Background: an optimization exercise with open tools, aiming at small area. Do not read the settings as production practice.
The RTL was checked by simulation tests, not by an equivalence proof against the original design.
No activity file was given, so power comes from the tool's default toggle rates.

==> inputs of v17 <==
Design Sdram_Control, start of the top module:
module Sdram_Control (
		RESET_N, CLK,
		WR1_ADDR, WR1_MAX_ADDR, WR1_LENGTH, WR1_LOAD,
		WR1_FIFO_Q, WR1_FIFO_RUSEDW, WR1_FIFO_RDREQ,
		RD1_ADDR, RD1_MAX_ADDR, RD1_LENGTH, RD1_LOAD,
		RD1_FIFO_DATA, RD1_FIFO_WRREQ, RD1_FIFO_WUSEDW,
		SA, BA, CS_N, CKE, RAS_N, CAS_N, WE_N,
		DQ_IN, DQ_OUT, DQ_OE, DQM
);
export LEC_CHECK = 0
export CAP_MARGIN = 20
export CORE_MARGIN = 2
export CORE_UTILIZATION = 70
export GPL_TIMING_DRIVEN = 0
export SLEW_MARGIN = 20
create_clock -name core_clock -period 10.0 [get_ports {CLK}]
standard.sh (not shown) runs the stock make flow with config.mk's settings and CLKGATE_MAP_FILE= SYNTH_SCRIPT=/design/flow/synth_recipe.tcl, a recipe that flattens the netlist after the stock synthesis.
==> flow/flow/run.sh <==
#!/bin/bash
# Standard ORFS layout with these changes to how it is made:
#  - synthesis maps with an area-oriented ABC script (flow/abc_area.script) and
#    leaves adders to ABC instead of mapping them to adder cells first; the rest
#    of synthesis, and so every register, is the standard synthesis's;
#  - the port buffers use the smallest buffer cell;
#  - the clock tree clusters its sinks into fewer, larger clusters, without
#    dummy loads, and uses a small root buffer.
set -euo pipefail
rm -rf scripts_abc
cp -r "$FLOW_HOME/scripts" scripts_abc
cp flow/abc_area.script scripts_abc/abc_speed.script
bash standard.sh finish \
  "SCRIPTS_DIR=$PWD/scripts_abc" \
  'ADDER_MAP_FILE=' 'SYNTH_INSBUF=0' \
  'BUFFER_PORTS_ARGS=-buffer_cell sky130_fd_sc_hd__buf_1' \
  'CTS_ARGS=-sink_clustering_enable -repair_clock_nets -sink_clustering_size 28 -sink_clustering_max_diameter 160 -dont_use_dummy_load -root_buf sky130_fd_sc_hd__clkbuf_4 -tree_buf sky130_fd_sc_hd__clkbuf_8 -sink_clustering_buffer sky130_fd_sc_hd__clkbuf_16' \
  > standard_make.log 2>&1
==> flow/flow/abc_area.script <==
strash
&get -n
&st
&deepsyn -T 120 -t
&put
dch -f
amap -m -F 4 -A 8
==> v20 (differences from v17) <==
==> flow/design.v (replaced) <==
parameter	INIT_PER	   =	24000;
parameter	REF_PER		=	1024;
parameter	SC_CL		  =	3;
parameter	SC_RCD		=	3;
parameter	SC_RRD		=	7;
parameter	SC_PM		  =	1;
parameter	SC_BL		  =	1;
parameter	SDR_BL		=	(SC_PM == 1) ? 3'b111	:
							        (SC_BL == 1) ? 3'b000	:
							        (SC_BL == 2) ? 3'b001 :
							        (SC_BL == 4) ? 3'b010 : 3'b011;
parameter	SDR_BT		=	1'b0;	 
parameter	SDR_CL		=	(SC_CL == 2) ? 3'b10 : 3'b11;
module Sdram_Control (
		RESET_N, CLK,
		WR1_ADDR, WR1_MAX_ADDR, WR1_LENGTH, WR1_LOAD,
		WR1_FIFO_Q, WR1_FIFO_RUSEDW, WR1_FIFO_RDREQ,
		RD1_ADDR, RD1_MAX_ADDR, RD1_LENGTH, RD1_LOAD,
		RD1_FIFO_DATA, RD1_FIFO_WRREQ, RD1_FIFO_WUSEDW,
		SA, BA, CS_N, CKE, RAS_N, CAS_N, WE_N,
		DQ_IN, DQ_OUT, DQ_OE, DQM
);
parameter	INIT_PER	   =	24000;
parameter	REF_PER		=	1024;
parameter	SC_CL		  =	3;
parameter	SC_RCD		=	3;
parameter	SC_RRD		=	7;
parameter	SC_PM		  =	1;
parameter	SC_BL		  =	1;
parameter	SDR_BL		=	(SC_PM == 1) ? 3'b111	:
							        (SC_BL == 1) ? 3'b000	:
							        (SC_BL == 2) ? 3'b001 :
							        (SC_BL == 4) ? 3'b010 : 3'b011;
parameter	SDR_BT		=	1'b0;	 
parameter	SDR_CL		=	(SC_CL == 2) ? 3'b10 : 3'b11;
input                           RESET_N;
input                           CLK;
input   [23-1:0]            WR1_ADDR;
input   [23-1:0]            WR1_MAX_ADDR;
input          [10:0]           WR1_LENGTH;
input                           WR1_LOAD;
input   [16-1:0]            WR1_FIFO_Q;
input           [9:0]           WR1_FIFO_RUSEDW;
output                          WR1_FIFO_RDREQ;
input   [23-1:0]            RD1_ADDR;
input   [23-1:0]            RD1_MAX_ADDR;
input          [10:0]           RD1_LENGTH;
input                           RD1_LOAD;
output  [16-1:0]            RD1_FIFO_DATA;
output                          RD1_FIFO_WRREQ;
input           [9:0]           RD1_FIFO_WUSEDW;
output        [11:0]            SA;
output         [1:0]            BA;
output         [1:0]            CS_N;
output                          CKE;
output                          RAS_N;
output                          CAS_N;
output                          WE_N;
input   [16-1:0]            DQ_IN;
output  [16-1:0]            DQ_OUT;
output                          DQ_OE;
output [16/8-1:0]           DQM;
localparam [15:0] T_TOP  = INIT_PER + REF_PER + 201;    
localparam [15:0] T_REF  = REF_PER;
function automatic lt23(input [22:0] a, input [22:0] b);
	integer i; reg l;
	begin
		l = 1'b0;
		for (i = 0; i < 23; i = i + 1)
			l = (~a[i] & b[i]) | (~a[i] & l) | (b[i] & l);
		lt23 = l;
	end
endfunction
function automatic [8:0] dec9(input [8:0] x);
	integer i; reg b;
	begin
		b = 1'b1;
		for (i = 0; i < 9; i = i + 1) begin
			dec9[i] = x[i] ^ b;
			b = b & ~x[i];
		end
	end
endfunction
function automatic [15:0] dec16(input [15:0] x);
	integer i; reg b;
	begin
		b = 1'b1;
		for (i = 0; i < 16; i = i + 1) begin
			dec16[i] = x[i] ^ b;
			b = b & ~x[i];
		end
	end
endfunction
function automatic lt10(input [9:0] a, input [9:0] b);
	integer i; reg l;
	begin
		l = 1'b0;
		for (i = 0; i < 10; i = i + 1)
			l = (~a[i] & b[i]) | (~a[i] & l) | (b[i] & l);
		lt10 = l;
	end
endfunction
reg  [22:0] rWR1_ADDR, rRD1_ADDR, rWR1_MAX, rRD1_MAX;
reg   [8:0] rWR1_LEN, rRD1_LEN;
reg         mWR, mRD;         
reg   [2:0] U;                
reg   [8:0] R;                
reg         out_valid, rdone, cmd_d, CMD_ACK;
reg         cont_r, wdone;
reg  [22:0] A;                
reg  [15:0] mDATAOUT;
wire cnt   = U[2] | U[1];
wire st0   = (U == 3'd0);
wire st1   = (U == 3'd1);
wire endc  = cnt & (R == 9'h1FB);    
wire frc   = cnt & (R == 9'h1FF);    
wire rq0   = cnt & (R == 9'h000);    
wire Write = mWR & ~st0 & ~wdone;
wire Read  = mRD & ~st0;
wire start = st0 & (mWR | (mRD & ~rdone));
wire idle  = ~mWR & ~mRD & st0 & ~WR1_LOAD & ~RD1_LOAD;
wire wcond = ~lt10(WR1_FIFO_RUSEDW, {1'b0, rWR1_LEN}) && (rWR1_LEN != 9'd0);
wire rcond = lt10(RD1_FIFO_WUSEDW, {1'b0, rRD1_LEN});
wire  [8:0] len_s = mWR ? rWR1_LEN : rRD1_LEN;
wire [22:0] max_s = mWR ? rWR1_MAX : rRD1_MAX;
reg  [23:0] nxt;             
always @* begin : add_nxt
	integer i; reg c;
	c = 1'b0;
	for (i = 0; i < 23; i = i + 1) begin
		nxt[i] = A[i] ^ (i < 9 ? len_s[i] : 1'b0) ^ c;
		c = (A[i] & (i < 9 ? len_s[i] : 1'b0)) | (c & (A[i] ^ (i < 9 ? len_s[i] : 1'b0)));
	end
	nxt[23] = c;
end
wire        mflag = (max_s[22:9] == 14'd0) && lt10({1'b0, max_s[8:0]}, {1'b0, len_s});
wire        cont  = nxt[23] ? (mflag & lt23(nxt[22:0], max_s)) : (mflag | lt23(nxt[22:0], max_s));
reg  [15:0] T;
reg         REF_REQ, LOAD_MODE, do_initial;
wire INIT_REQ  = ~REF_REQ & (T >= REF_PER + 201) & (T <= REF_PER + INIT_PER + 200);
wire PRECHARGE = ~REF_REQ & (T == REF_PER + 180);
wire REFRESH   = ~REF_REQ & ((T == REF_PER + 160) | (T == REF_PER + 140) |
                             (T == REF_PER + 120) | (T == REF_PER + 100) |
                             (T == REF_PER +  80) | (T == REF_PER +  60) |
                             (T == REF_PER +  40) | (T == REF_PER +  20));
reg do_rwa, do_refresh, do_precharge, do_load_mode;    
reg [3:0] J;           
reg [2:0] P;           
reg rw_flag, ex, oe4, OE, do_rw, REF_ACK;
wire CM_ACK = J[3] & J[0] & ~REF_ACK;
reg [1:0] rw_shift;
wire command_done = (J != 4'd0);
wire rp_done      = (P != 3'd0);
wire do_any = do_refresh | do_rwa | do_precharge | do_load_mode;
wire do_reada  = do_rwa & mRD;
wire do_writea = do_rwa & mWR;
wire PM_STOP;
reg c_r1, c_ras, c_cas, c_we, c_init;
reg s_r2, s_ras, s_cas, s_we, s_init, s_frc;
wire c_act = rw_shift[1];      
wire s_act = rw_shift[0];      
assign PM_STOP = s_frc;
always @(posedge CLK)
	if (!RESET_N) begin
		rWR1_ADDR <= WR1_ADDR;
		rRD1_ADDR <= RD1_ADDR;
		rWR1_MAX  <= WR1_MAX_ADDR;
		rRD1_MAX  <= RD1_MAX_ADDR;
		rWR1_LEN  <= WR1_LENGTH[8:0];
		rRD1_LEN  <= RD1_LENGTH[8:0];
	end else begin
		if (wdone)
			rWR1_ADDR <= cont_r ? nxt[22:0] : WR1_ADDR;
		if (rdone)
			rRD1_ADDR <= cont_r ? nxt[22:0] : RD1_ADDR;
	end
always @(posedge CLK)
	if (!RESET_N) begin
		mWR <= 1'b0; mRD <= 1'b0; U <= 3'd0;
		out_valid <= 1'b0; rdone <= 1'b0; wdone <= 1'b0;
		cmd_d <= 1'b0; CMD_ACK <= 1'b0; A <= 23'd0;
	end else begin
		cont_r <= cont;
		wdone  <= mWR & cnt & (R == 9'h1FC);    
		if (idle & wcond)
			mWR <= 1'b1;
		else if (idle & rcond)
			mRD <= 1'b1;
		if (rdone)
			mRD <= 1'b0;
		else if (wdone)
			mWR <= 1'b0;
		if (st0) begin
			if (start) U <= 3'd1;
		end else if (st1) begin
			if (CMD_ACK) U <= 3'd2;
		end else if (endc)
			U <= 3'd0;
		else if (U != 3'd7)
			U <= U + 3'd1;
		out_valid <= Read & (U == 3'd7) & ~endc;
		rdone     <= Read & endc;
		cmd_d     <= st1;
		CMD_ACK   <= CM_ACK & ~CMD_ACK;
		if (cmd_d)
			A <= mWR ? rWR1_ADDR : rRD1_ADDR;
	end
always @(posedge CLK) begin
	if (st0)
		R <= len_s;
	else if (cnt)
		R <= dec9(R);
	mDATAOUT <= DQ_IN;    
end
always @(posedge CLK)
	if (!RESET_N) begin
		T <= T_TOP; REF_REQ <= 1'b0; LOAD_MODE <= 1'b0; do_initial <= 1'b0;
	end else begin
		T          <= REF_ACK ? T_REF : dec16(T);
		REF_REQ    <= (T == 16'd0) | (REF_REQ & ~REF_ACK);
		LOAD_MODE  <= ~REF_REQ & (T == REF_PER + 1);
		do_initial <= INIT_REQ;
	end
always @(posedge CLK)
	if (!RESET_N) begin
		do_rwa <= 0; do_refresh <= 0; do_precharge <= 0; do_load_mode <= 0;
		J <= 0; P <= 0; rw_flag <= 0; ex <= 0;
	end else if (INIT_REQ) begin
		do_rwa <= 0; do_refresh <= 0; do_precharge <= 0; do_load_mode <= 0;
		J <= 0; P <= 0; rw_flag <= 0; ex <= 0;
	end else begin
		do_refresh   <= (REF_REQ | REFRESH) & ~command_done & ~do_refresh & ~rp_done & ~do_rwa;
		do_rwa       <= cmd_d & ~command_done & ~do_rwa & ~rp_done & ~REF_REQ;
		if (cmd_d & ~command_done & ~do_rwa & ~rp_done & ~REF_REQ)
			ex <= 1'b1;
		do_precharge <= PRECHARGE & ~command_done & ~do_precharge;
		do_load_mode <= LOAD_MODE & ~command_done & ~do_load_mode;
		if (do_any) begin
			J <= 4'd9;
			rw_flag <= do_reada;
		end else if (J != 4'd0)
			J <= J - 4'd1;
		if (J == 4'd1)
			P <= 3'd5;
		else if (~ex) begin
			if (P != 3'd0) P <= P - 3'd1;
		end else if (PM_STOP) begin
			if (P != 3'd0) P <= P - 3'd1;
			ex <= 1'b0;
		end
	end
always @(posedge CLK)
	if (!RESET_N) begin
		oe4 <= 0; OE <= 0; rw_shift <= 0; do_rw <= 0; REF_ACK <= 0;
	end else begin
		if (do_writea)
			oe4 <= 1'b1;
		else if (do_precharge | do_reada | do_refresh | do_initial | PM_STOP)
			oe4 <= 1'b0;
		OE <= oe4;
		if (do_rwa)
			rw_shift <= 2'b10;
		else begin
			rw_shift <= rw_shift >> 1;
			do_rw    <= rw_shift[0];
		end
		REF_ACK <= do_refresh & REF_REQ;
	end
always @(posedge CLK)
	if (!RESET_N) begin
		c_r1 <= 0; c_ras <= 1; c_cas <= 1; c_we <= 1; c_init <= 0;
		s_r2 <= 0; s_ras <= 1; s_cas <= 1; s_we <= 1; s_init <= 0; s_frc <= 0;
	end else begin
		c_r1    <= 1'b1;
		c_init  <= do_initial;
		if (do_refresh)                              {c_ras, c_cas, c_we} <= 3'b001;
		else if (do_precharge & (oe4 | rw_flag))     {c_ras, c_cas, c_we} <= 3'b110;
		else if (do_precharge)                       {c_ras, c_cas, c_we} <= 3'b010;
		else if (do_load_mode)                       {c_ras, c_cas, c_we} <= 3'b000;
		else if (do_rwa)                             {c_ras, c_cas, c_we} <= 3'b011;
		else if (do_rw)                              {c_ras, c_cas, c_we} <= {2'b10, rw_flag};
		else                                         {c_ras, c_cas, c_we} <= 3'b111;
		s_r2    <= c_r1;
		s_init  <= c_init;
		s_frc   <= frc;
		{s_ras, s_cas, s_we} <= {c_ras, c_cas, c_we};
	end
wire s_lm    = ~s_ras & ~s_cas & ~s_we;                  
wire s_baz   = ~s_we & (s_cas | ~s_ras);                 
wire s_csall = (~s_ras & (~s_cas | ~s_we)) | (s_cas & ~s_we) | s_init;   
wire s_a10   = (s_ras & ~s_cas) | (s_cas & ~s_we);       
wire [11:0] sa_rc = s_act ? {A[19], A[18] & ~s_a10, A[17:8]} : {4'd0, A[7:0]};
assign SA    = s_frc ? 12'h200 : s_lm ? {2'b00, SDR_CL, SDR_BT, SDR_BL} : sa_rc;
assign BA    = s_baz ? 2'b00 : A[21:20];
assign CS_N  = ~s_r2 ? 2'b01 : s_csall ? 2'b00 : {~A[22], A[22]};
assign CKE   = s_r2;
assign RAS_N = s_ras & ~s_frc;
assign CAS_N = s_cas | s_frc;
assign WE_N  = s_we & ~s_frc;
wire dqm_n = (U[2] & ~(mWR & s_frc)) | rdone;
assign DQM   = {~dqm_n, ~dqm_n};
assign DQ_OUT = WR1_FIFO_Q;
assign DQ_OE  = OE;
assign WR1_FIFO_RDREQ = mWR & (U[2] | (U[1] & U[0])) & ~R[8];    
assign RD1_FIFO_WRREQ = out_valid;
assign RD1_FIFO_DATA  = mDATAOUT;
endmodule
==> flow/flow/run.sh (replaced) <==
#!/bin/bash
set -euo pipefail
bash standard.sh finish 'BUFFER_PORTS_ARGS=-buffer_cell sky130_fd_sc_hd__buf_1' 'CTS_ARGS=-sink_clustering_enable -repair_clock_nets -sink_clustering_size 30 -sink_clustering_max_diameter 160 -dont_use_dummy_load' > standard_make.log 2>&1
Settings changed: CORE_UTILIZATION 70 to 40, GPL_TIMING_DRIVEN 0 to default.
removed: flow/flow/abc_area.script
==> results.tsv <==
metric	value	unit
status	no timing/DRC/antenna violations	
combinational logic power	0.000636	W
Post-Synth XOR/XNOR Area	0.602	%
R2R setup slack	2640	ps
CP max-delay cell	dfxtp_4	
largest family of logic cells by synthesized area	simple AND/OR/NAND/NOR gates	
mapped cell area	10200	sq um
# nets final	1342	
total track usage	17.4	%
WP data arrival	7690	ps
1st-pass router iterations	4	
Cells after Synth	956	
# the run above: v20

==> results.tsv <==
metric	value	unit
Cells after Synth	836	
# nets final	1219	
status	no timing/DRC/antenna violations	
Worst-path clk slew	80	ps
ANT nets after route	0	
WP data arrival	9370	ps
1st-pass router iterations	6	
mapped cell area	8410	sq um
R2R setup slack	990	ps
IR drop worst, VDD	0.179	mV
Post-Synth XOR/XNOR Area	0.104	%
# the run above: v17

-- afterwards: timing with drivers on the ports --
Ports are ideal in the flow. The routed layouts listed here were re-timed in OpenROAD.
Step 1 sets driving cells, clkbuf_16 on the clock port and buf_2 on the other inputs (assumed; they add their load-dependent delay and slew).
Step 2 times the ports against the registers' clock, not the clock port: input delays grow and output delays shrink by t, the midpoint of the rising clock arrivals with the driver on.
a / b / c = ideal / step 1 / step 2; a / b = the first two.
run | shift t [ns] | setup slack, ns | worst setup path at the end
v17 | 0.645 | 0.987 / 0.987 / 0.987 | register to register
v20 | 0.490 | 2.643 / 2.643 / 2.643 | register to register
After both steps setup and hold are still met in every run listed.
